Context: an optimization exercise on an open-source flow, tuned for small area, a short achievable clock period and few clock cycles per item. The choices shown serve that exercise and are no tape-out recipe. Where RTL was checked, it was by simulation tests only, not by an equivalence proof against the original. For runs 4 to 7, only the layout was checked, not whether the RTL still works.

`design.v`:
```
`timescale 1ns / 1ps
module k_table(
    input [5:0] round,
    output reg [31:0] constant
    );
    always @*
    begin
    case (round)
        6'h00 : constant <= 32'h428a2f98;
        6'h01 : constant <= 32'h71374491;
        6'h02 : constant <= 32'hb5c0fbcf;
        6'h03 : constant <= 32'he9b5dba5;
        6'h04 : constant <= 32'h3956c25b;
        6'h05 : constant <= 32'h59f111f1;
        6'h06 : constant <= 32'h923f82a4;
        6'h07 : constant <= 32'hab1c5ed5;
        6'h08 : constant <= 32'hd807aa98;
        6'h09 : constant <= 32'h12835b01;
        6'h0a : constant <= 32'h243185be;
        6'h0b : constant <= 32'h550c7dc3;
        6'h0c : constant <= 32'h72be5d74;
        6'h0d : constant <= 32'h80deb1fe;
        6'h0e : constant <= 32'h9bdc06a7;
        6'h0f : constant <= 32'hc19bf174;
        6'h10 : constant <= 32'he49b69c1;
        6'h11 : constant <= 32'hefbe4786;
        6'h12 : constant <= 32'h0fc19dc6;
        6'h13 : constant <= 32'h240ca1cc;
        6'h14 : constant <= 32'h2de92c6f;
        6'h15 : constant <= 32'h4a7484aa;
        6'h16 : constant <= 32'h5cb0a9dc;
        6'h17 : constant <= 32'h76f988da;
        6'h18 : constant <= 32'h983e5152;
        6'h19 : constant <= 32'ha831c66d;
        6'h1a : constant <= 32'hb00327c8;
        6'h1b : constant <= 32'hbf597fc7;
        6'h1c : constant <= 32'hc6e00bf3;
        6'h1d : constant <= 32'hd5a79147;
        6'h1e : constant <= 32'h06ca6351;
        6'h1f : constant <= 32'h14292967;
        6'h20 : constant <= 32'h27b70a85;
        6'h21 : constant <= 32'h2e1b2138;
        6'h22 : constant <= 32'h4d2c6dfc;
        6'h23 : constant <= 32'h53380d13;
        6'h24 : constant <= 32'h650a7354;
        6'h25 : constant <= 32'h766a0abb;
        6'h26 : constant <= 32'h81c2c92e;
        6'h27 : constant <= 32'h92722c85;
        6'h28 : constant <= 32'ha2bfe8a1;
        6'h29 : constant <= 32'ha81a664b;
        6'h2a : constant <= 32'hc24b8b70;
        6'h2b : constant <= 32'hc76c51a3;
        6'h2c : constant <= 32'hd192e819;
        6'h2d : constant <= 32'hd6990624;
        6'h2e : constant <= 32'hf40e3585;
        6'h2f : constant <= 32'h106aa070;
        6'h30 : constant <= 32'h19a4c116;
        6'h31 : constant <= 32'h1e376c08;
        6'h32 : constant <= 32'h2748774c;
        6'h33 : constant <= 32'h34b0bcb5;
        6'h34 : constant <= 32'h391c0cb3;
        6'h35 : constant <= 32'h4ed8aa4a;
        6'h36 : constant <= 32'h5b9cca4f;
        6'h37 : constant <= 32'h682e6ff3;
        6'h38 : constant <= 32'h748f82ee;
        6'h39 : constant <= 32'h78a5636f;
        6'h3a : constant <= 32'h84c87814;
        6'h3b : constant <= 32'h8cc70208;
        6'h3c : constant <= 32'h90befffa;
        6'h3d : constant <= 32'ha4506ceb;
        6'h3e : constant <= 32'hbef9a3f7;
        default: constant <= 32'hc67178f2;
endcase
end
endmodule
`timescale 1ns / 1ps
module sha_round(start_state, p, result);
input [255:0] start_state;
input [31:0] p;
output [255:0] result;
function [63:0] csa;
    input [31:0] x;
    input [31:0] y;
    input [31:0] z;
    reg [31:0] cy;
    begin
        cy = (x & y) | (z & (x | y));
        csa = {cy[30:0], 1'b0, x ^ y ^ z};
    end
endfunction
wire [31:0] a = start_state[255:224];
wire [31:0] b = start_state[223:192];
wire [31:0] c = start_state[191:160];
wire [31:0] d = start_state[159:128];
wire [31:0] e = start_state[127:96];
wire [31:0] f = start_state[95:64];
wire [31:0] g = start_state[63:32];
wire [31:0] ch = (e & f) ^ (~e & g);
wire [31:0] ma = (a & b) | (c & (a | b));
wire [31:0] sum0 = {a[1:0], a[31:2]} ^ {a[12:0], a[31:13]} ^ {a[21:0], a[31:22]};
wire [31:0] sum1 = {e[5:0], e[31:6]} ^ {e[10:0], e[31:11]} ^ {e[24:0], e[31:25]};
wire [63:0] e1 = csa(p, d, ch);
wire [63:0] e2 = csa(e1[31:0], e1[63:32], sum1);
wire [31:0] e_out = e2[31:0] + e2[63:32];
wire [63:0] a1 = csa(p, ch, ma);
wire [63:0] a2 = csa(sum0, sum1, a1[31:0]);
wire [63:0] a3 = csa(a2[31:0], a2[63:32], a1[63:32]);
wire [31:0] a_out = a3[31:0] + a3[63:32];
assign result = {a_out, a, b, c, e_out, e, f, g};
endmodule
`timescale 1ns / 1ps
module message_schedule(w0, w1, w9, w14, message);
input [31:0] w0;
input [31:0] w1;
input [31:0] w9;
input [31:0] w14;
output [31:0] message;
wire [31:0] s0 = {w1[6:0], w1[31:7]} ^ {w1[17:0], w1[31:18]} ^ {3'b0, w1[31:3]};
wire [31:0] s1 = {w14[16:0], w14[31:17]} ^ {w14[18:0], w14[31:19]} ^ {10'b0, w14[31:10]};
wire [31:0] p = w0 ^ w9 ^ s0;
wire [31:0] pc = (w0 & w9) | (s0 & (w0 | w9));
wire [31:0] pcs = {pc[30:0], 1'b0};
wire [31:0] q = p ^ pcs ^ s1;
wire [31:0] qc = (p & pcs) | (s1 & (p | pcs));
wire [31:0] qcs = {qc[30:0], 1'b0};
assign message = q + qcs;
endmodule
`timescale 1ns / 1ps
module sha_core #(parameter LOADLO = 0) (
    input clk,
    input ld,
    input [31:0] kn,
    input [255:0] init,
    input [31:0] init_h,
    input head_comp,
    input [31:0] head_alt,
    input [31:0] wa,
    input [31:0] we,
    input q61,
    input q62,
    input q63,
    input q64,
    output [255:0] st
);
    reg [255:0] s;
    reg [511:0] w;
    reg [31:0] p;
    wire [255:0] s_next;
    wire [31:0] wnew;
    sha_round core_op (
        .start_state (s),
        .p (p),
        .result (s_next)
    );
    message_schedule messages (
        .w0 (w[31:0]),
        .w1 (w[63:32]),
        .w9 (w[9*32 +: 32]),
        .w14 (w[14*32 +: 32]),
        .message (wnew)
    );
    wire [31:0] head = head_comp ? wnew : head_alt;
    wire [511:0] shifted = {head, w[511:32]};
    wire [31:0] hn = ld ? init_h : s[63:32];
    wire [31:0] wn = w[63:32];
    wire [31:0] pc = (hn & kn) | (wn & (hn | kn));
    wire [31:0] p_next = (hn ^ kn ^ wn) + {pc[30:0], 1'b0};
    always @(posedge clk) begin
        s <= ld ? init : s_next;
        p <= p_next;
        if (LOADLO) begin
            w[511:384] <= shifted[511:384];
            w[383:352] <= q61 ? we : shifted[383:352];                  
            w[351:320] <= shifted[351:320];
            w[319:288] <= q62 ? we : shifted[319:288];                  
            w[287:256] <= shifted[287:256];
            w[255:224] <= q61 ? wa : (q63 ? we : shifted[255:224]);     
            w[223:192] <= shifted[223:192];
            w[191:160] <= q62 ? wa : (q64 ? we : shifted[191:160]);     
            w[159:128] <= shifted[159:128];
            w[127:96]  <= q63 ? wa : shifted[127:96];                   
            w[95:64]   <= shifted[95:64];
            w[63:32]   <= q64 ? wa : shifted[63:32];                    
            w[31:0]    <= shifted[31:0];
        end else begin
            w <= shifted;
        end
    end
    assign st = s;
endmodule
`timescale 1ns / 1ps
module block_solver (
	input clk,
	input rst_n,
	input [255:0] midstate,
	input [95:0] header_leftovers,
	input [255:0] target,
	input [31:0] nonce_start,
	output [2:0] state_out,
	output [31:0] current_nonce
);
localparam [255:0] IV = {
	32'h6a09e667, 32'hbb67ae85, 32'h3c6ef372, 32'ha54ff53a,
	32'h510e527f, 32'h9b05688c, 32'h1f83d9ab, 32'h5be0cd19};
reg [5:0] t;         
reg ld;              
reg q61, q62, q63;   
reg p0, p1;          
reg [1:0] fill;      
reg done;
reg nosol;
reg [31:0] cur;      
reg [31:0] mwa, mwe;  
reg [31:0] mid_h;    
reg hlt, hgt, llt, lgt;    
reg [31:0] k_in;     
reg [31:0] k_out;    
reg [31:0] twa, twe;  
wire [31:0] k_rom;
k_table constants (.round(ld ? 6'd1 : (t == 6'd63 ? 6'd0 : t + 6'd2)), .constant(k_rom));
wire [255:0] s_in;
wire [255:0] s_out;
wire [31:0] cur1 = cur + 32'd1;
wire [31:0] feed = fill[1] ? {cur[31:1] + 31'd1, cur[0]} : (fill[0] ? cur1 : cur);
reg [31:0] in_alt;
always @(*) begin
	in_alt = 32'h0;
	if (ld) in_alt = 32'h00000280;
	else case (t)
		6'd49: in_alt = header_leftovers[95:64];
		6'd50: in_alt = header_leftovers[63:32];
		6'd51: in_alt = header_leftovers[31:0];
		6'd52: in_alt = feed;    
		6'd53: in_alt = 32'h80000000;
		default: in_alt = 32'h0;
	endcase
end
wire in_comp = !ld && (t < 6'd48);
wire [31:0] out_alt = p0 ? 32'h00000100 : (!ld && t == 6'd58 ? 32'h80000000 : 32'h0);
wire out_comp = !ld && !p0 && (t <= 6'd48);
always @(posedge clk) begin
	mid_h <= midstate[31:0];
	if (!ld && t == 6'd60) begin
		mwa <= midstate[159:128]; mwe <= midstate[31:0];
	end else if (q61) begin
		mwa <= midstate[191:160]; mwe <= midstate[63:32];
	end else if (q62) begin
		mwa <= midstate[223:192]; mwe <= midstate[95:64];
	end else begin
		mwa <= midstate[255:224]; mwe <= midstate[127:96];
	end
end
wire [31:0] h1a = s_in[255:224] + mwa;
wire [31:0] h1e = s_in[127:96] + mwe;
sha_core #(.LOADLO(0)) inner_core (
	.clk(clk), .ld(ld), .kn(k_in), .init(midstate), .init_h(mid_h),
	.head_comp(in_comp), .head_alt(in_alt),
	.wa(32'b0), .we(32'b0), .q61(q61), .q62(q62), .q63(q63), .q64(ld), .st(s_in));
sha_core #(.LOADLO(1)) outer_core (
	.clk(clk), .ld(p0), .kn(k_out), .init(IV), .init_h(IV[31:0]),
	.head_comp(out_comp), .head_alt(out_alt),
	.wa(h1a), .we(h1e), .q61(q61), .q62(q62), .q63(q63), .q64(ld), .st(s_out));
reg [1:0] lp;         
always @(posedge clk) lp <= q61 ? 2'd0 : lp + 2'd1;
reg [31:0] ia_w, ie_w;
always @(*) begin
	case (lp)
	2'd0: begin ia_w = IV[159:128]; ie_w = IV[31:0];   end
	2'd1: begin ia_w = IV[191:160]; ie_w = IV[63:32];  end
	2'd2: begin ia_w = IV[223:192]; ie_w = IV[95:64];  end
	default: begin ia_w = IV[255:224]; ie_w = IV[127:96]; end
	endcase
end
always @(posedge clk) begin
	if (q61) begin
		twa <= target[127:96];    twe <= target[255:224];
	end else if (q62) begin
		twa <= target[95:64];     twe <= target[223:192];
	end else if (q63) begin
		twa <= target[63:32];     twe <= target[191:160];
	end else begin
		twa <= target[31:0];      twe <= target[159:128];
	end
end
wire [31:0] h2a = s_out[255:224] + ia_w;
wire [31:0] h2e = s_out[127:96] + ie_w;
wire [31:0] hva = {h2a[7:0], h2a[15:8], h2a[23:16], h2a[31:24]};
wire [31:0] hve = {h2e[7:0], h2e[15:8], h2e[23:16], h2e[31:24]};
function [1:0] cmp32;
	input [31:0] x;
	input [31:0] y;
	reg [31:0] lt, gt;
	integer l, i;
	begin
		lt = ~x & y;
		gt = x & ~y;
		for (l = 1; l < 32; l = l * 2)
			for (i = 0; i < 32; i = i + 2 * l) begin
				lt[i] = lt[i + l] | (~gt[i + l] & lt[i]);
				gt[i] = gt[i + l] | (~lt[i + l] & gt[i]);
			end
		cmp32 = {lt[0], gt[0]};
	end
endfunction
wire hi_lt, hi_gt, lo_lt, lo_gt;
assign {hi_lt, hi_gt} = cmp32(hve, twe);
assign {lo_lt, lo_gt} = cmp32(hva, twa);
wire hlt_n = (hlt | (!hgt & hi_lt)) & !q62 | q62 & hi_lt;
wire hgt_n = (hgt | (!hlt & hi_gt)) & !q62 | q62 & hi_gt;
wire llt_n = (llt | (!lgt & lo_lt)) & !q62 | q62 & lo_lt;
wire lgt_n = (lgt | (!llt & lo_gt)) & !q62 | q62 & lo_gt;
wire found = hlt | (!hgt & llt);
wire last = &cur;    
wire step = p1 && !done && fill == 2'd2 && !found && !last;
always @(posedge clk) begin
	hlt <= hlt_n;
	hgt <= hgt_n;
	llt <= llt_n;
	lgt <= lgt_n;
	k_in <= k_rom;
	k_out <= k_in;
	if (!rst_n) begin
		t <= 6'd49;
		ld <= 1'b0;
		q61 <= 1'b0;
		q62 <= 1'b0;
		q63 <= 1'b0;
		p0 <= 1'b0;
		p1 <= 1'b0;
		fill <= 2'd0;
		done <= 1'b0;
		nosol <= 1'b0;
		cur <= nonce_start;
	end else begin
		if (!ld) t <= t + 6'd1;
		q61 <= !ld && (t == 6'd60);
		q62 <= q61;
		q63 <= q62;
		ld <= q63;
		p0 <= ld;
		p1 <= p0;
		cur <= cur + {31'b0, step};
		if (p1 && !done) begin
			if (fill != 2'd2) begin
				fill <= fill + 2'd1;
			end else if (found) begin
				done <= 1'b1;
			end else if (last) begin
				done <= 1'b1;
				nosol <= 1'b1;
			end
		end
	end
end
assign state_out = {1'b0, done, nosol};
assign current_nonce = cur;
endmodule
```
`flow/run.sh`:
```
#!/bin/bash
set -euo pipefail
export SETUP_SLACK_MARGIN=11.3
export BUFFER_PORTS_ARGS="-buffer_cell sky130_fd_sc_hd__buf_1"
bash standard.sh > standard.log 2>&1
```
`standard.sh`:
```
#!/bin/bash
# synth_recipe.tcl (not shown) runs the flow's synth.tcl, then flattens the netlist and writes it again
# the make line also repeats each setting of config.mk as NAME=value (left out here)
make -C /OpenROAD-flow-scripts/flow DESIGN_CONFIG=/design/flow/config.mk WORK_HOME=/design/flow/orfs CLKGATE_MAP_FILE= SYNTH_SCRIPT=/design/flow/synth_recipe.tcl "${@:-finish}"
```
`config.mk`:
```
export PLATFORM = sky130hd
export DESIGN_NAME = block_solver
export DESIGN_NICKNAME = block_solver
export VERILOG_FILES = /design/flow/design.v
export SDC_FILE = /design/flow/constraint.sdc
export NUM_CORES = 8
export LEC_CHECK = 0
export ABC_AREA = 1
export CAP_MARGIN = 20
export CORE_MARGIN = 2
export CORE_UTILIZATION = 40
export SLEW_MARGIN = 20
```
`constraint.sdc`:
```
create_clock -name core_clock -period 16.0 [get_ports {clk}]
set_input_delay 3.2000 -clock core_clock [delete_from_list [all_inputs] [get_ports {clk}]]
set_output_delay 3.2000 -clock core_clock [all_outputs]
set_load 0.01 [all_outputs]
```
==> flow_summary.ini, run 1 <==
[timing]
slew_headroom_pct = 23.1
setup_viol = 0
fin_crit_sh_pct = 29.2
fmax_mhz = 214
finClkSkew_ns = 0.0964
hold_viol = 0
drv_slew = 0
period_minus_slack_ns = 4.67
fin_ws_ns = 11.33
tightest_slew_ns = 1.14
grt_setup_unrepaired = true
timing.setup.tns_ns = 0

[yosys]
syn-num-nets = 13000
synthCells = 11500
yosysTopAreaCell = dfxtp_1
syn_area_per_cell_um2 = 8.08
yosysWarnings = 5
synthAdderAreaFrac_pct = 16.1
synth_ff_type = dfxtp_1
synth_top_cell_area_share_pct = 39.0
synthXorXnorAreaFrac_pct = 6.85
synth_area_um2 = 93200
ys_seq_area_share_pct = 39.0
synth_top_family_by_area = simple AND/OR/NAND/NOR gates
yosys_register_bits = 1814
async_flop_share_pct = 0
synth_compound_area_share_pct = 12.1
synth_simple_gate_area_share_pct = 17.0
synth_mux_area_share_pct = 0.0430
synth_edf_count = 0
ys_types = 72
yosys-top-cells-area = dfxtp_1 (39%), fa_1 (11%), nand2_1 (10%)

[grt]
grt_overflow = 0
first_global_vias = 74200
grt_pass1_wl_um = 497000
grt_usage_pct = 28.6
grt_max_degree = 179
antenna_found_initial = 26

[drt]
drc_errors = 0
postRouteAntennaNets = 0
dr.first_iter.drc_count = 6450
dr.pass1.iters = 6
vias = 78100
wl_um = 347000
wl_per_cell_um = 22.6
vias_per_cell = 5.09

[layout]
fin_area_um2 = 107000
syn2layout_area_growth_pct = 14.3
mostFrequentLayoutCell = nand2_1
final_layout_size_suffix_gt1_share_pct = 7.31
num-nets-final = 13600
layout_common_cells = nand2_1 (2,499), inv_1 (1,748), dfxtp_1 (1,683)
fillCellCount = 23100

[clocking]
clockRootBuffer = clkbuf_16
cts_tree = done
numClockSinks = 1814
cts_buffer_depth = 3
cts_made_buffers = 193
path_clk_slew_ns = 0.07
cts_max_level = 4
clock_latency_ns = 0.90

[setup_path]
crit_path_start_kind = register
cp.required_ns = 16.73
max_stage_delay_ns = 0.56
path_class = reg2reg
crit_path_cell_trace = maj3_2 -> fa_1 -> inv_1 -> fa_1 -> inv_2 -> fa_1 -> ha_4 -> inv_2 -> fa_2 -> nor2_2 -> nand2_1 -> nand3_2 -> inv_2 -> nor2_2 -> nor2_2 -> nor2_1 -> nor2_2 -> buf_4 -> o31ai_4 -> nand4_1 -> nand2_1 -> o21ai_0 -> a21oi_1 -> a21oi_1
path_max_fanout = 3
endpoint_kind = register
path_common_cell = nor2_2
critPathArrivalTime_ns = 5.40
slowest_stage = fa_1

[placed_design]
gp_congestion = 1.02
port_buffers = 675
place_area_um2 = 98600
dp_worst_setup_slack_ns = 10.79
hpwlAfterDp_um = 279000

[floorplan]
placementRows = 177
die_x_um = 487
die_h_um = 487
dieArea_um2 = 237000
initial_utilization_pct = 40.1
num_io_pins = 677
coreArea_um2 = 232000

[min_path]
hold_path_class = reg2reg

[status]
status = finished clean

[run]
max-cap-violations = 0
-- logic make-up after synthesis --
group / after synthesis
compound gates: 2062
xor+xnor: 726
fa+ha+maj: 907
buf+inv: 2173
flops: 1814
mux: 4
other cells: 1
simple gates: 3839
-- synthesized netlist by cell type (42+ instances only) --
master / number
a21oi_1: 544
a31oi_1: 74
clkbuf_1: 332
dfxtp_1: 1814
fa_1: 502
ha_1: 377
inv_1: 1760
nand2_1: 2509
nand3_1: 398
nand4_1: 64
nor2_1: 583
nor3_1: 61
o211ai_1: 43
o21ai_0: 1091
o21ai_1: 42
or2_2: 93
xnor2_1: 352
xor2_1: 371
-- area by class of cell --
type	instances	area [um2]	share of cell area, %
diodes	16	40.0	0.0376
inverters	1780	6720	6.31
clock inverters	108	1540	1.45
repair buffers	775	3430	3.22
clock buffers	250	5420	5.09
flip-flops and latches	1814	36600	34.3
well taps	3043	3810	3.57
multi-input cells	7539	49000	46.0
-- path summary, 6_finish.rpt --
kind,from,endpoint,slack (ns),cells past startpoint
min reg2reg,inner_core.w[161],inner_core.w[129],0.28,0
max reg2reg,inner_core.s[226],inner_core.s[254],11.33,24
min,inner_core.w[161],inner_core.w[129],0.28,0
max,inner_core.s[226],inner_core.s[254],11.33,24
-- state kept, by name (all words and copies together), names as in the netlist, 224 cells and up --
name          flops
outer_core.s    224
inner_core.s    224
inner_core.w    512
outer_core.w    512
-- critical path: cells and delay by family, from the launching register on --
kind | cells | cell delay (ns)
AO/OA/AOI/OAI | 4 | 0.51
AND/OR/NAND/NOR | 9 | 0.94
adder cells (fa/ha/maj) | 6 | 2.43
buffers and inverters | 5 | 0.32
flip-flops | 1 | 0.34
-- metal layers --
layer	GRT usage, %	part of all wire (%)	vias up
li1	-	-	37500
met1	36.2	41	36600
met2	46.3	45	3209
met3	4.58	7.2	741
met4	16.1	6.5	10
met5	0	0.020	-
-- stage by stage --
stage	std cells	hold WS, ns	utilization [%]
after floorplan	11500	0.310	-
final	15300	0.283	45.9
after global routing	15300	0.309	45.9
after detailed placement	14900	0.312	42.5
after global placement	14900	0.310	42.5
after CTS	15300	0.289	45.6
-- repair_timing --
item	CTS	global route
hold buffers	0	0
buffers inserted	7	20
setup endpoints to repair	104	84
resized for setup	169	188
pin swaps	6	40
Testbench counts, summed over its fixed seeds: cycles 861,407, nonces 13,087.
==> inputs of run 2 (changes only) <==
--- a/config.mk
+++ b/config.mk
@@ -6,5 +6,4 @@
 export NUM_CORES = 8
 export LEC_CHECK = 0
-export ABC_AREA = 1
 export CAP_MARGIN = 20
 export CORE_MARGIN = 2
==> run 2 against run 1 <==
Still clean on timing, DRC and antenna. Worst hold slack improved by 0.018 ns. Fmax shrank 11%. Register-to-register slack worse by 0.56 ns. Final area rose by 1.8%. Cell count decreased by 14%. Core utilization rose by 2.3 points. First-iteration DRC count is 9.2% lower. Routed wire length down 9.8%. Clock skew decreased by 0.023 ns. Critical endpoint is now inner_core.s[248].
==> flow_summary.ini, run 2 <==
[yosys]
ys_seq_area_share_pct = 40.1
yosysWarnings = 5
synthCells = 9167
syn-num-nets = 10700
syn_area_per_cell_um2 = 9.88
synth_edf_count = 0
synth_ff_type = dfxtp_1
yosys-top-cells-area = dfxtp_1 (40%), fa_1 (11%), xnor2_1 (5.6%)
synth_top_cell_area_share_pct = 40.1
yosys_register_bits = 1814
synthTopCellsByCount = dfxtp_1 (1,814), inv_1 (901), nand2_1 (586)
synth_area_um2 = 90600
yosysMostFrequentCell = dfxtp_1
ys_types = 97
async_flop_share_pct = 0
yosysTopAreaCell = dfxtp_1

[drt]
vias = 69100
postRouteAntennaNets = 0
wl_um = 313000
dr.pass1.iters = 7
vias_per_cell = 5.26
drc_errors = 0
dr.first_iter.drc_count = 5854
wl_per_cell_um = 23.9

[floorplan]
coreArea_um2 = 225000
placementRows = 174
num_io_pins = 677
initial_utilization_pct = 40.3
dieArea_um2 = 230000
die_x_um = 480
die_h_um = 480

[setup_path]
path_class = reg2reg
path_max_fanout = 6
crit-reg2reg-launch = inner_core.s[228]
reg2regPathDepth = 22
cp_num_cells = 22
crit_path_cell_trace = maj3_2 -> fa_1 -> inv_1 -> fa_1 -> inv_1 -> fa_1 -> ha_4 -> nor2b_2 -> o21ai_2 -> a21boi_2 -> o21ai_2 -> a21boi_2 -> o21ai_2 -> a21oi_4 -> o31ai_4 -> buf_6 -> o211ai_1 -> a41o_1 -> a211o_1 -> a21oi_2 -> xor2_1 -> o21ai_1
cp.required_ns = 16.74
critPathArrivalTime_ns = 5.97
worst-path-buf-inv = 3
max_stage_delay_ns = 0.53
regToRegEndpoint = inner_core.s[248]
r2r_slack_ns = 10.77
crit_path_start_kind = register
slowest_stage = fa_1
path_delay_family = adder cells
endpoint_kind = register
endpoint = inner_core.s[248]
crit_path_start = inner_core.s[228]

[placed_design]
port_buffers = 675
hpwlAfterDp_um = 238000
gp_congestion = 0.969

[timing]
worst_hold_slack_ns = 0.300
hold_viol = 0
slew_headroom_pct = 15.9
period_minus_slack_ns = 5.23
tightest_slew_ns = 1.25
fin_crit_sh_pct = 32.7
timing.setup.tns_ns = 0
fmax_mhz = 191
drv_slew = 0
grt_setup_unrepaired = true
finClkSkew_ns = 0.0737
setup_viol = 0

[run]
max-cap-violations = 0

[layout]
regArea_um2 = 36600
syn2layout_area_growth_pct = 19.7
mostFrequentLayoutCell = dfxtp_1
layout_common_cells = dfxtp_1 (1,677), inv_1 (875), buf_1 (670)
largestRegisters = inner_core.w: 512 flops, outer_core.w: 512 flops
final_layout_size_suffix_gt1_share_pct = 17.4
multiInputGateArea_um2 = 51900
num-nets-final = 11500
fillCellCount = 20800

[clocking]
cts_buffer_depth = 3
cts_max_level = 4
cts_hold_buf = 0
path_clk_slew_ns = 0.06
cts_tree = done
clockRootBuffer = clkbuf_16
clock_latency_ns = 0.88
cts_made_buffers = 191
numClockSinks = 1814

[min_path]
hold_path_class = reg2reg
whs_path_depth = 0
min_from = inner_core.w[489]

[grt]
grt_pass1_wl_um = 450000
grt_max_degree = 199
grt_usage_pct = 26.3
grt_overflow = 0
antenna_found_initial = 18
first_global_vias = 67700

[status]
status = finished clean
## run 2: how the worst min path moves through the flow
stage | to | slack [ns]
3_3_place_gp | inner_core.w[127] | 0.31
2_1_floorplan | inner_core.w[100] | 0.31
3_5_place_dp | outer_core.w[402] | 0.31
4_1_cts | inner_core.w[34] | 0.29
6_report | inner_core.w[457] | 0.30
5_1_grt | inner_core.w[34] | 0.30
## run 2: what timing repair did
action | CTS | global route
resized for setup | 424 | 366
gates cloned | 5 | 1
setup endpoints to repair | 219 | 144
buffers inserted | 167 | 85
pin swaps | 178 | 259
hold endpoints to repair | 0 | 0
## run 2: layout make-up
| cell class | count | area share [%] |
|---|---|---|
| clock inverter | 101 | 1.49 |
| sequential | 1814 | 33.8 |
| antenna | 7 | 0.0162 |
| inverter | 903 | 3.16 |
| tap | 2992 | 3.45 |
| clock buffer | 257 | 4.98 |
| timing repair buffer | 1010 | 5.21 |
| multi-input combinational | 6044 | 47.9 |
## run 2: stage by stage
stage                     utilization, %  worst slack (ns)  cells  instance area, um2
after CTS                           47.3             10.74  13000              106000
after floorplan                        -             10.95   9167               91000
final                               48.2             10.77  13100              108000
after detailed placement            42.8              9.29  12500               96300
after global placement              42.8              9.28  12500               96300
after global routing                48.2             10.54  13100              108000
## run 2: worst register-to-register path, delay by kind of cell, from the launching register on
| family | cells | cell delay, ns |
|---|---|---|
| AOI/OAI and AO/OA | 12 | 2.00 |
| xor gates and xnor gates | 1 | 0.17 |
| adders and majority gates | 5 | 2.13 |
| buffers and inverters | 3 | 0.27 |
| DFF | 1 | 0.39 |
| and+or+nand+nor | 1 | 0.16 |
## run 2: kinds of logic (layout without fill, tap and decap cells)
family	count (synthesis)	after routing	share of synthesized area (%)
mux	581	581	6.97
simple gates	1887	1887	9.67
buf+inv	1309	2271	5.47
xor+xnor	886	886	8.57
compound gates	1701	1701	11.7
fa+ha+maj	988	988	17.5
flops	1814	1814	40.1
other cells	1	8	0.00414
## run 2: metal layers
metal,vias to the layer above,global-route usage (%),routed length [um]
met3,421,3.96,20600
met1,34100,36.5,139000
li1,32100,-,-
met2,2420,42.4,143000
met4,4,7.52,9720
met5,-,0,23
==> inputs of run 3 (changes only) <==
==> flow/run.sh (replaced) <==
#!/bin/bash
set -euo pipefail
export SETUP_SLACK_MARGIN=11.6
export BUFFER_PORTS_ARGS="-buffer_cell sky130_fd_sc_hd__buf_1"
bash standard.sh > standard.log 2>&1
==> run 3 against run 2 <==
Clock skew down 0.013 ns. Fmax is 0.33% higher. Synthesized cell count did not move. Sequential share of layout area fell by 0.54 points.
==> flow_summary.ini, run 3 <==
[layout]
final_cells = 13300
multiInputGateArea_um2 = 52700
layout_common_cells = dfxtp_1 (1,660), inv_1 (870), buf_1 (640)
fillCellCount = 20500
final_layout_size_suffix_gt1_share_pct = 19.9
regArea_um2 = 36700
syn2layout_area_growth_pct = 21.9
final_core_util_pct = 49.1
num-nets-final = 11600
mostFrequentLayoutCell = dfxtp_1
largestRegisters = inner_core.w: 512 flops, outer_core.w: 512 flops

[clocking]
cts_max_level = 4
cts_buffer_depth = 3
cts_tree = done
clock_latency_ns = 0.87
clockRootBuffer = clkbuf_16
numClockSinks = 1814
cts_made_buffers = 190
path_clk_slew_ns = 0.06
cts_hold_buf = 0

[placed_design]
port_buffers = 675
hpwlAfterDp_um = 237000
gp_congestion = 0.984
dp.cells = 12500

[grt]
grt_overflow = 0
grt_pass1_wl_um = 453000
antenna_found_initial = 24
grt_usage_pct = 26.5
first_global_vias = 68500
grt_max_degree = 187

[drt]
wl_met1_um = 137000
wl_um = 317000
wl_per_cell_um = 23.9
routed.top_layer = met5
route.met3.wl_um = 22300
dr.pass1.iters = 6
dr.first_iter.drc_count = 5317
wl_met2_um = 144000
drc_errors = 0
vias = 70200
vias_per_cell = 5.29
postRouteAntennaNets = 0

[timing]
fmax_mhz = 192
hold_viol = 0
fin_crit_sh_pct = 32.6
finClkSkew_ns = 0.0605
period_minus_slack_ns = 5.21
tightest_slew_ns = 1.17
grt_setup_unrepaired = true
timing.setup.tns_ns = 0
worst_hold_slack_ns = 0.297
slew_headroom_pct = 21.3
drv_slew = 0
setup_viol = 0

[floorplan]
coreArea_um2 = 225000
dieArea_um2 = 230000
num_io_pins = 677
die_x_um = 480
placementRows = 174
initial_utilization_pct = 40.3
die_h_um = 480

[yosys]
yosys-top-cells-area = dfxtp_1 (40%), fa_1 (11%), xnor2_1 (5.6%)
synth_area_um2 = 90600
synth_top_cell_area_share_pct = 40.1
yosysTopAreaCell = dfxtp_1
synth_edf_count = 0
ys_types = 97
yosysMostFrequentCell = dfxtp_1
yosys_register_bits = 1814
synthCells = 9167
async_flop_share_pct = 0
ys_seq_area_share_pct = 40.1
yosysWarnings = 5
syn-num-nets = 10700
synth_ff_type = dfxtp_1
syn_area_per_cell_um2 = 9.88
synthTopCellsByCount = dfxtp_1 (1,814), inv_1 (901), nand2_1 (586)

[setup_path]
critPathArrivalTime_ns = 5.94
endpoint = inner_core.s[248]
reg2regPathDepth = 21
endpoint_kind = register
crit_path_start = inner_core.s[228]
cp.required_ns = 16.73
r2r_slack_ns = 10.79
path_max_fanout = 6
regToRegEndpoint = inner_core.s[248]
path_class = reg2reg
crit_path_start_kind = register
crit-reg2reg-launch = inner_core.s[228]

[run]
max-cap-violations = 0

[min_path]
hold_path_class = reg2reg

[status]
status = finished clean
## run 3: cell counts after synthesis
Identical to the previous run, type by type.
## run 3: worst min-delay path by stage
stage | from | to | slack [ns] | cells past startpoint
5_1_grt | inner_core.w[109] | inner_core.w[77] | 0.30 | 0
2_1_floorplan | inner_core.w[83] | inner_core.w[51] | 0.31 | 0
3_5_place_dp | outer_core.w[495] | outer_core.w[463] | 0.31 | 0
6_report | inner_core.w[260] | inner_core.w[228] | 0.30 | 0
4_1_cts | inner_core.w[239] | inner_core.w[207] | 0.29 | 0
3_3_place_gp | inner_core.w[359] | inner_core.w[327] | 0.31 | 0
## run 3: layout make-up
cell class                 instances  area share [%]
antenna                           12          0.0272
multi-input combinational       6044            47.7
tap                             2992            3.39
inverter                         903            3.12
clock inverter                    99            1.30
clock buffer                     254            4.92
timing repair buffer            1140            6.31
sequential                      1814            33.3
## run 3: repair_timing
action | in CTS | in global routing
resized for setup | 620 | 384
pin swaps | 283 | 306
gates cloned | 4 | 7
setup endpoints to repair | 246 | 217
buffers inserted | 248 | 122
## run 3: kinds of logic (layout without fill, tap and decap cells)
group,after synthesis,count (layout),share of synthesized area (%)
other,1,13,0.00414
AO/OA/AOI/OAI,1701,1701,11.7
multiplexers,581,581,6.97
adder cells (fa/ha/maj),988,988,17.5
flip-flops,1814,1814,40.1
buffers and inverters,1309,2396,5.47
AND/OR/NAND/NOR,1887,1887,9.67
XOR/XNOR,886,886,8.57
## run 3: worst max-delay path, cell delays in order, from the launching register on
cell	delay [ns]
dfxtp_4	0.38
maj3_2	0.33
fa_1	0.52
inv_1	0.06
fa_1	0.53
inv_1	0.05
fa_1	0.52
ha_4	0.22
nor2b_2	0.16
o21ai_2	0.18
a21boi_2	0.10
o21ai_2	0.19
a21boi_2	0.10
o21ai_2	0.21
a21oi_4	0.10
o31ai_4	0.33
o211ai_1	0.20
a41o_1	0.28
a211o_1	0.29
a21oi_2	0.13
xor2_1	0.15
o21ai_1	0.08
## run 3: through the flow
step | setup WS, ns | cell area [um2]
6_report | 10.79 | 110000
4_1_cts | 10.75 | 108000
3_3_place_gp | 10.0 | 96600
5_1_grt | 10.65 | 110000
3_5_place_dp | 9.88 | 96600
2_1_floorplan | 10.95 | 91400
## run 3: metal layers
layer | global-route usage, % | vias up
li1 | - | 32400
met1 | 35.8 | 34600
met2 | 42.6 | 2543
met3 | 4.48 | 574
met4 | 9.49 | 6
met5 | 0 | -
==> inputs of run 4 (changes only) <==
--- a/design.v
+++ b/design.v
@@ -133,4 +133,5 @@
     input [255:0] init,
     input [31:0] init_h,
+    input l63,
     input head_comp,
     input [31:0] head_alt,
@@ -162,10 +163,11 @@
     wire [31:0] head = head_comp ? wnew : head_alt;
     wire [511:0] shifted = {head, w[511:32]};
-    wire [31:0] hn = ld ? init_h : s[63:32];
+    wire [31:0] hn = s[63:32];
     wire [31:0] wn = w[63:32];
     wire [31:0] pc = (hn & kn) | (wn & (hn | kn));
     wire [31:0] p_next = (hn ^ kn ^ wn) + {pc[30:0], 1'b0};
     always @(posedge clk) begin
-        s <= ld ? init : s_next;
+        s[255:64] <= ld ? init[255:64] : s_next[255:64];
+        s[63:32] <= ld ? init[63:32] : (l63 ? init_h : s_next[63:32]);
         p <= p_next;
         if (LOADLO) begin
@@ -212,5 +214,4 @@
 reg [31:0] cur;      
 reg [31:0] mwa, mwe;  
-reg [31:0] mid_h;    
 reg hlt, hgt, llt, lgt;    
 reg [31:0] k_in;     
@@ -221,6 +222,5 @@
 wire [255:0] s_in;
 wire [255:0] s_out;
-wire [31:0] cur1 = cur + 32'd1;
-wire [31:0] feed = fill[1] ? {cur[31:1] + 31'd1, cur[0]} : (fill[0] ? cur1 : cur);
+wire [31:0] feed = cur + {30'b0, fill == 2'd2, fill == 2'd1};
 reg [31:0] in_alt;
 always @(*) begin
@@ -240,5 +240,4 @@
 wire out_comp = !ld && !p0 && (t <= 6'd48);
 always @(posedge clk) begin
-	mid_h <= midstate[31:0];
 	if (!ld && t == 6'd60) begin
 		mwa <= midstate[159:128]; mwe <= midstate[31:0];
@@ -254,9 +253,9 @@
 wire [31:0] h1e = s_in[127:96] + mwe;
 sha_core #(.LOADLO(0)) inner_core (
-	.clk(clk), .ld(ld), .kn(k_in), .init(midstate), .init_h(mid_h),
+	.clk(clk), .ld(ld), .kn(k_in), .init(midstate), .init_h(midstate[31:0]), .l63(q63),
 	.head_comp(in_comp), .head_alt(in_alt),
 	.wa(32'b0), .we(32'b0), .q61(q61), .q62(q62), .q63(q63), .q64(ld), .st(s_in));
 sha_core #(.LOADLO(1)) outer_core (
-	.clk(clk), .ld(p0), .kn(k_out), .init(IV), .init_h(IV[31:0]),
+	.clk(clk), .ld(p0), .kn(k_out), .init(IV), .init_h(IV[31:0]), .l63(ld),
 	.head_comp(out_comp), .head_alt(out_alt),
 	.wa(h1a), .we(h1e), .q61(q61), .q62(q62), .q63(q63), .q64(ld), .st(s_out));
--- a/config.mk
+++ b/config.mk
@@ -6,4 +6,5 @@
 export NUM_CORES = 8
 export LEC_CHECK = 0
+export ABC_AREA = 1
 export CAP_MARGIN = 20
 export CORE_MARGIN = 2
==> run 4 against run 3 <==
Worst setup slack improved by 0.51 ns. Routed wire length increased by 26%. Still clean on timing, DRC and antenna. Global-route usage increased by 6.7 points. Cell count increased by 15%.
==> flow_summary.ini, run 4 <==
[clocking]
clock_latency_ns = 0.86
cts_buffer_depth = 3
path_clk_slew_ns = 0.07
numClockSinks = 1782
cts_made_buffers = 187
cts_max_level = 4
cts_tree = done
clockRootBuffer = clkbuf_16

[timing]
fin_crit_sh_pct = 29.4
slew_headroom_pct = 24.2
period_minus_slack_ns = 4.70
hold_viol = 0
tightest_slew_ns = 1.13
drv_slew = 0
setup_viol = 0
timing.setup.tns_ns = 0
fmax_mhz = 213
finClkSkew_ns = 0.0709
grt_setup_unrepaired = true

[yosys]
syn-num-nets = 12900
yosysMostFrequentCell = nand2_1
synth_top_family_by_area = simple AND/OR/NAND/NOR gates
async_flop_share_pct = 0
yosysWarnings = 5
synthXorXnorAreaFrac_pct = 6.71
synth_compound_area_share_pct = 12.8
synth_area_um2 = 91900
synth_edf_count = 0
syn_area_per_cell_um2 = 8.10
synthAdderAreaFrac_pct = 16.4
synth_simple_gate_area_share_pct = 16.7
synth_mux_area_share_pct = 0
synth_top_cell_area_share_pct = 38.8
yosys-top-cells-area = dfxtp_1 (39%), fa_1 (11%), nand2_1 (9.8%)
synth_ff_type = dfxtp_1
yosys_register_bits = 1782
synthTopCellsByCount = nand2_1 (2,396), dfxtp_1 (1,782), inv_1 (1,706)
synthCells = 11300
yosysTopAreaCell = dfxtp_1
ys_seq_area_share_pct = 38.8
ys_types = 69

[placed_design]
dp.cells = 14800
gp_congestion = 1.01
port_buffers = 675
hpwlAfterDp_um = 323000
place_area_um2 = 97600

[layout]
final_cells = 15300
largestRegisters = inner_core.w: 512 flops, outer_core.w: 512 flops
fillCellCount = 22600
mostFrequentLayoutCell = nand2_1
final_layout_size_suffix_gt1_share_pct = 10.2
fin_area_um2 = 108000
num-nets-final = 13600
layout_common_cells = nand2_1 (2,360), inv_1 (1,673), dfxtp_1 (1,605)
syn2layout_area_growth_pct = 17.4

[setup_path]
critPathArrivalTime_ns = 5.43
r2r_slack_ns = 11.30
max_stage_delay_ns = 0.53
reg2regPathDepth = 28
regToRegEndpoint = inner_core.s[250]
endpoint_kind = register
crit-reg2reg-launch = inner_core.s[226]
crit_path_start_kind = register
cp.required_ns = 16.73
path_max_fanout = 3
path_class = reg2reg
slowest_stage = fa_1

[run]
max-cap-violations = 0

[grt]
grt_max_degree = 91
antenna_found_initial = 63
grt_usage_pct = 33.2
grt_pass1_wl_um = 561000
grt_overflow = 0
first_global_vias = 78600

[floorplan]
placementRows = 175
die_x_um = 483
die_h_um = 483
coreArea_um2 = 228000
dieArea_um2 = 234000
num_io_pins = 677
initial_utilization_pct = 40.3

[drt]
dr.first_iter.drc_count = 6415
route.met3.wl_um = 22600
wl_met1_um = 159000
vias = 79700
drc_errors = 0
postRouteAntennaNets = 0
routed.top_layer = met5
vias_per_cell = 5.21
wl_per_cell_um = 26.0
wl_met2_um = 189000
dr.pass1.iters = 9
wl_um = 398000

[min_path]
whs_endpoint = outer_core.w[458]
min_from = outer_core.w[490]
whs_path_depth = 0
hold_path_class = reg2reg

[status]
status = finished clean
[run 4: cell types whose count changed after synthesis, sizes merged, moves of 236 or more]
| cell | before | now |
|---|---|---|
| mux2 | 376 | 0 |
| nand3 | 114 | 411 |
| inv | 901 | 1720 |
| nand2 | 586 | 2410 |
| o21ai | 504 | 1093 |
| xnor2 | 584 | 348 |
[run 4: routing by layer]
layer  up-vias  track usage [%]
met2      2978             56.4
met4        20             19.5
met1     38400             39.8
met3       772             4.99
li1      37500                -
met5         -                0
[run 4: critical path: cells and delay by family (launching register included)]
family	cells	cell delay, ns
fa+ha+maj	6	2.39
buf+inv	5	0.26
simple gates	13	1.11
compound gates	4	0.50
flops	1	0.34
[run 4: logic make-up (layout without fill, tap and decap cells)]
family                   Yosys count  in the layout
buffers and inverters           2080           2996
XOR/XNOR                         702            702
AND/OR/NAND/NOR                 3732           3733
AO/OA/AOI/OAI                   2131           2131
flip-flops                      1782           1782
other                              1             26
adder cells (fa/ha/maj)          909            909
[run 4: how the worst max path moves through the flow]
stage / start / to / slack (ns) / depth (start not counted)
4_1_cts: inner_core.s[226] / inner_core.s[250] / 11.29 / 28
2_1_floorplan: inner_core.s[226] / inner_core.s[250] / 11.48 / 29
3_3_place_gp: inner_core.s[97] / inner_core.s[121] / 10.73 / 23
3_5_place_dp: inner_core.s[97] / inner_core.s[121] / 10.73 / 23
6_report: inner_core.s[226] / inner_core.s[250] / 11.30 / 28
5_1_grt: inner_core.s[226] / inner_core.s[250] / 11.13 / 28
[run 4: metrics by stage]
| stage | utilization, % | hold WS [ns] | setup slack, ns |
|---|---|---|---|
| 4_1_cts | 46.7 | 0.276 | 11.29 |
| 5_1_grt | 47.3 | 0.287 | 11.13 |
| 3_5_place_dp | 42.8 | 0.312 | 10.73 |
| 3_3_place_gp | 42.8 | 0.310 | 10.73 |
| 6_report | 47.3 | 0.288 | 11.30 |
| 2_1_floorplan | - | 0.310 | 11.48 |
[run 4: area by class of cell]
class / instances / area, um2 / share of cell area (%)
inverter: 1725 / 6560 / 6.08
clock buffer: 250 / 5350 / 4.96
tap: 3009 / 3760 / 3.49
multi-input combinational: 7476 / 49800 / 46.1
clock inverter: 101 / 1520 / 1.41
timing repair buffer: 920 / 4710 / 4.37
sequential: 1782 / 36100 / 33.5
antenna: 25 / 62.6 / 0.0580
[run 4: repair_timing]
| action | 4_1_cts | 5_1_grt |
|---|---|---|
| gates cloned | 0 | 1 |
| gates resized for setup | 516 | 304 |
| endpoints found under the setup margin | 150 | 124 |
| hold buffers | 0 | 0 |
| buffers inserted | 86 | 61 |
| pin swaps | 48 | 85 |
==> inputs of run 5 (changes only) <==
==> flow/run.sh (replaced) <==
#!/bin/bash
set -euo pipefail
export SETUP_SLACK_MARGIN=11.3
export BUFFER_PORTS_ARGS="-buffer_cell sky130_fd_sc_hd__buf_1"
bash standard.sh > standard.log 2>&1
==> run 5 against run 4 <==
First-iteration DRC count is 1.9% higher. Routed wire length is 1.6% lower. Sequential share of layout area is 0.47 points higher. Critical endpoint is now inner_core.s[252]. Synthesized cell count stayed put. Still clean. Clock skew is 0.038 ns higher.
==> flow_summary.ini, run 5 <==
[setup_path]
reg2regPathDepth = 25
crit_path_start_kind = register
endpoint_kind = register
critPathArrivalTime_ns = 5.48
path_max_fanout = 3
r2r_slack_ns = 11.25
path_class = reg2reg
cp.required_ns = 16.73
regToRegEndpoint = inner_core.s[252]
crit-reg2reg-launch = inner_core.s[226]

[min_path]
whs_path_depth = 0
hold_path_class = reg2reg
min_from = outer_core.w[375]
whs_endpoint = outer_core.w[343]

[floorplan]
coreArea_um2 = 228000
initial_utilization_pct = 40.3
placementRows = 175
die_x_um = 483
dieArea_um2 = 234000
die_h_um = 483
num_io_pins = 677

[yosys]
syn-num-nets = 12900
synth_simple_gate_area_share_pct = 16.7
synth_area_um2 = 91900
yosys-top-cells-area = dfxtp_1 (39%), fa_1 (11%), nand2_1 (9.8%)
yosysTopAreaCell = dfxtp_1
async_flop_share_pct = 0
yosysWarnings = 5
synth_edf_count = 0
synth_ff_type = dfxtp_1
synth_compound_area_share_pct = 12.8
ys_seq_area_share_pct = 38.8
synth_mux_area_share_pct = 0
synthXorXnorAreaFrac_pct = 6.71
ys_types = 69
synthAdderAreaFrac_pct = 16.4
yosysMostFrequentCell = nand2_1
synthCells = 11300
synthTopCellsByCount = nand2_1 (2,396), dfxtp_1 (1,782), inv_1 (1,706)
synth_top_family_by_area = simple AND/OR/NAND/NOR gates
syn_area_per_cell_um2 = 8.10
yosys_register_bits = 1782
synth_top_cell_area_share_pct = 38.8

[clocking]
cts_hold_buf = 0
path_clk_slew_ns = 0.06
numClockSinks = 1782
cts_buffer_depth = 3
cts_max_level = 4
clock_latency_ns = 0.87
cts_made_buffers = 192
clockRootBuffer = clkbuf_16
cts_tree = done

[grt]
grt_overflow = 0
grt_usage_pct = 32.7
first_global_vias = 78200
antenna_found_initial = 55
grt_max_degree = 134
grt_pass1_wl_um = 555000

[drt]
wl_per_cell_um = 25.8
postRouteAntennaNets = 0
vias_per_cell = 5.22
dr.first_iter.drc_count = 6538
wl_um = 392000
vias = 79100
drc_errors = 0
dr.pass1.iters = 6

[timing]
fin_ws_ns = 11.25
hold_viol = 0
tightest_slew_ns = 1.11
period_minus_slack_ns = 4.75
fmax_mhz = 211
drv_slew = 0
slew_headroom_pct = 26.0
fin_crit_sh_pct = 29.7
timing.setup.tns_ns = 0
finClkSkew_ns = 0.109
setup_viol = 0
worst_hold_slack_ns = 0.277
grt_setup_unrepaired = true

[placed_design]
hpwlAfterDp_um = 319000
gp_congestion = 1.06
port_buffers = 675
dp_worst_setup_slack_ns = 10.44

[run]
max-cap-violations = 0

[layout]
final_core_util_pct = 46.4
fillCellCount = 22700
layout_common_cells = nand2_1 (2,380), inv_1 (1,690), dfxtp_1 (1,650)
final_layout_size_suffix_gt1_share_pct = 7.69
largestRegisters = inner_core.w: 512 flops, outer_core.w: 512 flops
multiInputGateArea_um2 = 49000
regArea_um2 = 36000
mostFrequentLayoutCell = nand2_1
num-nets-final = 13500
syn2layout_area_growth_pct = 15.2

[status]
status = finished clean
run 5: cell types whose count changed in the layout (fill, tap and decap cells not counted), sizes merged, moves of 2 or more:
cell,before,now
buf,920,802
clkbuf,250,247
clkinv,56,64
clkinvlp,25,15
diode,25,23
inv,1719,1729
run 5: stage by stage:
step | cell area [um2] | cells
2_1_floorplan | 91900 | 11300
3_3_place_gp | 97500 | 14800
3_5_place_dp | 97500 | 14800
4_1_cts | 105000 | 15100
5_1_grt | 106000 | 15200
6_report | 106000 | 15200
run 5: logic make-up (layout without fill, tap and decap cells):
group,after synthesis,in the layout
AOI/OAI and AO/OA,2131,2131
adders and majority gates,909,909
and+or+nand+nor,3732,3732
other,1,24
buffers and inverters,2080,2883
xor gates and xnor gates,702,702
DFF,1782,1782
run 5: layer usage:
metal  up-vias  share of wire [%]  global-route usage, %  wire length, um
met4        20                7.1                   19.9            27700
met2      3028                 47                   54.8           184000
li1      37300                  -                      -                -
met5         -              0.035                      0              138
met1     38000                 40                   39.7           156000
met3       768                6.1                   4.92            23900
run 5: critical path: stages, from the launching register on:
cell	delay [ns]
dfxtp_4	0.34
maj3_2	0.33
fa_1	0.53
inv_2	0.04
fa_1	0.49
inv_1	0.05
fa_1	0.49
ha_2	0.19
inv_2	0.05
fa_2	0.39
or2_4	0.27
o21ai_4	0.17
nand2_2	0.07
nand2_2	0.08
inv_2	0.05
nor2_4	0.10
nor2_4	0.06
o21ai_2	0.19
buf_4	0.14
buf_6	0.08
buf_6	0.08
nand2_2	0.04
o211ai_1	0.10
o21ai_1	0.10
a21oi_1	0.16
a21oi_1	0.05
run 5: cell type report:
cell class	count	area share, %
Clock buffer	247	5.04
Tap cell	3009	3.56
Timing Repair Buffer	802	3.37
Sequential cell	1782	34.0
Multi-Input combinational cell	7475	46.3
Antenna cell	23	0.0544
Inverter	1725	6.17
Clock inverter	109	1.51
run 5: repair_timing:
| action | 4_1_cts | 5_1_grt |
|---|---|---|
| setup buffers | 15 | 24 |
| setup endpoints to repair | 109 | 77 |
| pin swaps | 20 | 35 |
| resized for setup | 237 | 218 |
run 5: worst max path at each step:
stage	to	cells after the start	from
final	inner_core.s[252]	25	inner_core.s[226]
after global routing	inner_core.s[250]	28	inner_core.s[226]
after CTS	inner_core.s[250]	28	inner_core.s[226]
after detailed placement	outer_core.s[250]	20	outer_core.s[98]
after global placement	outer_core.s[250]	21	outer_core.s[98]
after floorplan	inner_core.s[250]	29	inner_core.s[226]
==> inputs of run 6 (changes only) <==
--- a/config.mk
+++ b/config.mk
@@ -9,4 +9,4 @@
 export CAP_MARGIN = 20
 export CORE_MARGIN = 2
-export CORE_UTILIZATION = 40
+export CORE_UTILIZATION = 55
 export SLEW_MARGIN = 20
==> run 6 against run 5 <==
Worst setup slack improved by 0.071 ns. Critical path type unchanged. Clock skew decreased by 0.042 ns. Count of clock-buffer cells in the layout decreased by 15. Synthesized cell count unchanged. Die area decreased by 27%. Worst hold slack improved by 0.014 ns. Register-to-register slack improved by 0.07 ns. Critical path depth decreased by 7.
==> flow_summary.ini, run 6 <==
[setup_path]
crit_path_start_kind = register
path_class = reg2reg
crit_path_cell_trace = inv_1 -> o21ai_1 -> fa_1 -> inv_1 -> fa_1 -> inv_1 -> fa_1 -> ha_1 -> nand2_1 -> nor2_1 -> a211oi_1 -> o211ai_1 -> a41oi_1 -> inv_1 -> a21oi_1 -> o21bai_1 -> or2_2 -> nand2_1
worst-path-buf-inv = 4
max_stage_delay_ns = 0.71
path_delay_family = adder cells
path_max_fanout = 5
endpoint_kind = register
slowest_stage = dfxtp_1
cp.required_ns = 16.80
path_common_cell = inv_1
critPathArrivalTime_ns = 5.47

[drt]
drc_errors = 0
dr.first_iter.drc_count = 8464
vias_per_cell = 5.69
vias = 81400
postRouteAntennaNets = 0
wl_um = 370000
dr.pass1.iters = 12
wl_per_cell_um = 25.9

[timing]
slew_headroom_pct = 20.9
finClkSkew_ns = 0.0670
grt_setup_unrepaired = true
drv_slew = 0
hold_viol = 0
timing.setup.tns_ns = 0
setup_viol = 0
fmax_mhz = 214
fin_ws_ns = 11.32
tightest_slew_ns = 1.18
period_minus_slack_ns = 4.68
fin_crit_sh_pct = 29.2

[layout]
fillCellCount = 14300
largestRegisters = inner_core.w: 512 flops, outer_core.w: 512 flops
final_layout_size_suffix_gt1_share_pct = 6.88
fin_area_um2 = 104000
final_cells = 14300
syn2layout_area_growth_pct = 13.2
mostFrequentLayoutCell = nand2_1
layout_common_cells = nand2_1 (2,377), inv_1 (1,690), dfxtp_1 (1,649)
num-nets-final = 13500

[yosys]
synth_top_cell_area_share_pct = 38.8
syn_area_per_cell_um2 = 8.10
synth_area_um2 = 91900
async_flop_share_pct = 0
yosysWarnings = 5
synth_edf_count = 0
syn-num-nets = 12900
synth_ff_type = dfxtp_1
synthTopCellsByCount = nand2_1 (2,396), dfxtp_1 (1,782), inv_1 (1,706)
ys_seq_area_share_pct = 38.8
ys_types = 69
yosysMostFrequentCell = nand2_1
synthCells = 11300
yosysTopAreaCell = dfxtp_1
yosys-top-cells-area = dfxtp_1 (39%), fa_1 (11%), nand2_1 (9.8%)
yosys_register_bits = 1782

[clocking]
clockRootBuffer = clkbuf_16
cts_hold_buf = 0
cts_tree = done
cts_buffer_depth = 3
numClockSinks = 1782
cts_made_buffers = 181
cts_max_level = 4
path_clk_slew_ns = 0.06
clock_latency_ns = 0.87

[min_path]
hold_path_class = reg2reg

[run]
max-cap-violations = 0

[floorplan]
coreArea_um2 = 166000
die_x_um = 413
num_io_pins = 677
initial_utilization_pct = 55.2
die_h_um = 413
placementRows = 150
dieArea_um2 = 170000

[grt]
first_global_vias = 78300
grt_overflow = 0
grt_max_degree = 167
antenna_found_initial = 38
grt_usage_pct = 42.3
grt_pass1_wl_um = 520000

[placed_design]
gp_congestion = 1.06
hpwlAfterDp_um = 297000
place_area_um2 = 96300
dp.cells = 13900
port_buffers = 675
dp_worst_setup_slack_ns = 10.71

[status]
status = finished clean
==> run 6: cell types whose count changed in the layout (fill, tap and decap cells not counted), sizes merged <==
| cell | previous run | this run |
|---|---|---|
| inv | 1729 | 1724 |
| diode | 23 | 19 |
| clkinv | 64 | 50 |
| bufinv | 26 | 29 |
| buf | 802 | 772 |
| clkbuf | 247 | 235 |
| clkinvlp | 15 | 23 |
==> run 6: per-layer routing <==
layer | wire [um] | track usage [%] | share of wire, %
met4 | 37200 | 35.9 | 10
met5 | 73 | 0 | 0.020
met1 | 133000 | 48.1 | 36
met2 | 166000 | 67.6 | 45
met3 | 33400 | 9.70 | 9.0
==> run 6: path summary, 6_finish.rpt <==
kind                  endpoint  cells past startpoint  slack (ns)         startpoint
max          outer_core.s[254]                     18       11.32  outer_core.s[119]
min          inner_core.w[233]                      0        0.29  inner_core.w[265]
max reg2reg  outer_core.s[254]                     18       11.32  outer_core.s[119]
min reg2reg  inner_core.w[233]                      0        0.29  inner_core.w[265]
==> run 6: timing repair <==
action,in CTS,in global routing
setup endpoints to repair,94,74
pin swaps,15,36
gates resized for setup,159,217
buffers inserted,10,26
==> run 6: final cells by class <==
type                    instances  area [um2]  share of cell area, %
flip-flops and latches       1782       35900                   34.5
clock inverters               101        1620                   1.56
multi-input cells            7475       48800                   46.9
clock buffers                 232        4960                   4.77
inverters                    1725        6530                   6.28
repair buffers                775        3320                   3.20
well taps                    2204        2760                   2.65
diodes                         19        47.5                 0.0457
==> run 6: cells by family after synthesis <==
logic type	Yosys count	synth area share, %
adder cells (fa/ha/maj)	909	16.4
XOR/XNOR	702	6.71
other	1	0.00408
flip-flops	1782	38.8
AND/OR/NAND/NOR	3732	16.7
AO/OA/AOI/OAI	2131	12.8
buffers and inverters	2080	8.57
==> run 6: worst register-to-register path, delay by kind of cell (launching register included) <==
family,cells,cell delay (ns)
flip-flops,1,0.71
buffers and inverters,4,0.43
adder cells (fa/ha/maj),4,1.70
AO/OA/AOI/OAI,6,1.28
AND/OR/NAND/NOR,4,0.50
==> run 6: metrics by stage <==
step	hold slack, ns	util [%]
floorplan	0.310	-
global placement	0.309	57.9
detailed placement	0.312	57.9
CTS	0.296	62.0
global route	0.308	62.4
finish	0.290	62.5
==> inputs of run 7 (changes only) <==
--- a/design.v
+++ b/design.v
@@ -89,4 +89,18 @@
     end
 endfunction
+function [63:0] c42;
+    input [31:0] x;
+    input [31:0] y;
+    input [31:0] z;
+    input [31:0] w;
+    reg [31:0] t, co, ci, cy;
+    begin
+        co = (x & y) | (z & (x | y));
+        ci = {co[30:0], 1'b0};
+        t = x ^ y ^ z;
+        cy = ((t ^ w) & ci) | (~(t ^ w) & w);
+        c42 = {cy[30:0], 1'b0, t ^ w ^ ci};
+    end
+endfunction
 wire [31:0] a = start_state[255:224];
 wire [31:0] b = start_state[223:192];
@@ -100,10 +114,8 @@
 wire [31:0] sum0 = {a[1:0], a[31:2]} ^ {a[12:0], a[31:13]} ^ {a[21:0], a[31:22]};
 wire [31:0] sum1 = {e[5:0], e[31:6]} ^ {e[10:0], e[31:11]} ^ {e[24:0], e[31:25]};
-wire [63:0] e1 = csa(p, d, ch);
-wire [63:0] e2 = csa(e1[31:0], e1[63:32], sum1);
+wire [63:0] e2 = c42(p, d, ch, sum1);
 wire [31:0] e_out = e2[31:0] + e2[63:32];
-wire [63:0] a1 = csa(p, ch, ma);
-wire [63:0] a2 = csa(sum0, sum1, a1[31:0]);
-wire [63:0] a3 = csa(a2[31:0], a2[63:32], a1[63:32]);
+wire [63:0] a2 = c42(ch, ma, sum0, sum1);
+wire [63:0] a3 = csa(p, a2[31:0], a2[63:32]);
 wire [31:0] a_out = a3[31:0] + a3[63:32];
 assign result = {a_out, a, b, c, e_out, e, f, g};
==> run 7 against run 6 <==
Critical path depth rose by 12. Synthesized cell count increased by 4.0%. Die area up 1.1%. Cell count increased by 3.2%. Worst setup slack got worse by 0.024 ns. Via count is 3.4% higher. Final area rose by 1.4%. Flip-flop and latch count stayed put.
==> flow_summary.ini, run 7 <==
[yosys]
synth_area_um2 = 92900
syn_area_per_cell_um2 = 7.88
synth_top_cell_area_share_pct = 38.4
synth_ff_type = dfxtp_1
yosys_register_bits = 1782
yosysMostFrequentCell = nand2_1
ys_seq_area_share_pct = 38.4
synthTopCellsByCount = nand2_1 (2,421), dfxtp_1 (1,782), inv_1 (1,722)
yosysWarnings = 5
synth_edf_count = 0
yosys-top-cells-area = dfxtp_1 (38%), nand2_1 (9.8%), fa_1 (8.2%)
async_flop_share_pct = 0
synthCells = 11800
yosysTopAreaCell = dfxtp_1
ys_types = 65
syn-num-nets = 13200

[setup_path]
max_stage_delay_ns = 0.49
crit_path_start_kind = register
reg2regPathDepth = 30
path_common_cell = inv_2
critPathArrivalTime_ns = 5.41
crit_path_start = inner_core.s[247]
path_class = reg2reg
path_delay_family = adder cells
endpoint_kind = register
r2r_slack_ns = 11.30
path_max_fanout = 4
regToRegEndpoint = inner_core.s[255]
worst-path-buf-inv = 6
crit-reg2reg-launch = inner_core.s[247]
cp.required_ns = 16.71
slowest_stage = fa_1

[grt]
grt_pass1_wl_um = 523000
grt_usage_pct = 40.9
grt_max_degree = 209
first_global_vias = 82100
antenna_found_initial = 32
grt_overflow = 0

[layout]
syn2layout_area_growth_pct = 13.5
layout_common_cells = nand2_1 (2,406), inv_1 (1,706), dfxtp_1 (1,648)
final_core_util_pct = 63.0
mostFrequentLayoutCell = nand2_1
final_cells = 14800
final_layout_size_suffix_gt1_share_pct = 6.65
largestRegisters = inner_core.w: 512 flops, outer_core.w: 512 flops
num-nets-final = 13800

[status]
status = finished clean

[drt]
routed.top_layer = met5
wl_um = 364000
wl_met2_um = 165000
postRouteAntennaNets = 0
wl_per_cell_um = 24.6
vias_per_cell = 5.70
drc_errors = 0
dr.first_iter.drc_count = 9017
dr.pass1.iters = 8
vias = 84200
wl_met1_um = 131000
route.met3.wl_um = 31300

[placed_design]
dp.cells = 14400
hpwlAfterDp_um = 288000
gp_congestion = 1.08
port_buffers = 675
dp_worst_setup_slack_ns = 10.37

[clocking]
cts_max_level = 4
numClockSinks = 1782
cts_hold_buf = 0
cts_made_buffers = 182
clockRootBuffer = clkbuf_16
cts_buffer_depth = 3
clock_latency_ns = 0.90
cts_tree = done
path_clk_slew_ns = 0.07

[min_path]
whs_path_depth = 0
whs_endpoint = outer_core.w[334]
hold_path_class = reg2reg
min_from = outer_core.w[366]

[floorplan]
die_x_um = 415
die_h_um = 415
initial_utilization_pct = 55.5
coreArea_um2 = 167000
num_io_pins = 677
placementRows = 150
dieArea_um2 = 172000

[run]
max-cap-violations = 0

[timing]
setup_viol = 0
finClkSkew_ns = 0.0895
slew_headroom_pct = 20.9
drv_slew = 0
fin_ws_ns = 11.30
period_minus_slack_ns = 4.70
grt_setup_unrepaired = true
fin_crit_sh_pct = 29.4
hold_viol = 0
tightest_slew_ns = 1.17
fmax_mhz = 213
timing.setup.tns_ns = 0
## run 7: cell count changes after synthesis, sizes merged, moves of 26 or more
| cell | delta |
|---|---|
| nor3 | +31 |
| xor2 | +119 |
| fa | -122 |
| nand2 | +29 |
| o21ai | +61 |
| o22ai | +26 |
| a21oi | +54 |
| a31oi | +35 |
| nor2 | +149 |
| xnor2 | +54 |
## run 7: cells by family (layout without fill, tap and decap cells)
family	count (synthesis)	in the layout	share of synthesized area, %
AOI/OAI and AO/OA	2331	2331	13.8
other	1	17	0.00404
DFF	1782	1782	38.4
xor gates and xnor gates	875	875	8.25
adders and majority gates	798	798	13.7
and+or+nand+nor	3916	3916	17.3
buffers and inverters	2083	2846	8.48
## run 7: worst max path at each step
| stage | to | slack, ns | cells past startpoint |
|---|---|---|---|
| detailed placement | inner_core.s[255] | 10.37 | 30 |
| finish | inner_core.s[255] | 11.30 | 30 |
| CTS | inner_core.s[253] | 11.26 | 31 |
| floorplan | inner_core.s[253] | 11.58 | 30 |
| global placement | inner_core.s[255] | 10.27 | 30 |
| global route | inner_core.s[253] | 11.13 | 31 |
## run 7: per-stage QoR
step	area (um2)	hold WS [ns]
6_report	105000	0.270
5_1_grt	105000	0.280
4_1_cts	104000	0.269
3_5_place_dp	97300	0.312
3_3_place_gp	97300	0.309
2_1_floorplan	92900	0.310
## run 7: per-layer routing
layer  vias up  track usage, %
met1     39600            46.7
met3      1277            8.27
li1      38800               -
met5         -               0
met4        34            33.6
met2      4441            66.5
## run 7: layout make-up
type,instances,area (um2)
fill,14500,62000
multi-input combinational,7921,50200
sequential,1782,35900
inverter,1742,6570
clock buffer,239,5070
timing repair buffer,763,3240
tap,2204,2760
clock inverter,102,1580
antenna,16,40.0
## run 7: timing repair
action,4_1_cts,5_1_grt
endpoints found under the setup margin,94,83
cloned,0,0
resized for setup,173,244
setup buffers,7,31
pin swaps,17,59

afterwards: timing with drivers on the ports:
The results above use ideal ports. As a check the final layouts listed here were re-extracted and re-timed, cells and wires unchanged.
Step 1: set_driving_cell puts a clkbuf_16 on clk and a buf_2 on each other input, an assumption about the parent block.
Step 2 also shifts input and output timing later by t, the mid clock arrival at the registers, as if the neighbouring blocks saw the same clock.
a / b / c = no drivers / after step 1 / after step 2; a / b = the first two.
| run | t, ns | setup slack, ns | worst slew at a driven data input, ns |
|---|---|---|---|
| run 1 | 0.964 | 11.334 / 11.238 / 10.940 | 0.25 |
| run 2 | 0.945 | 10.770 / 10.770 / 10.770 | 0.10 |
| run 3 | 0.933 | 10.787 / 10.787 / 10.787 | 0.16 |
| run 4 | 0.923 | 11.299 / 11.299 / 11.163 | 0.28 |
| run 5 | 0.907 | 11.253 / 11.253 / 10.755 | 0.29 |
| run 6 | 0.943 | 11.324 / 11.239 / 11.246 | 0.21 |
| run 7 | 0.950 | 11.299 / 11.228 / 11.075 | 0.12 |
After both steps every run listed still meets setup and hold. The setup slack of run 5, which loses most, moves by 0.000 ns with the drivers and by -0.498 ns with both steps.
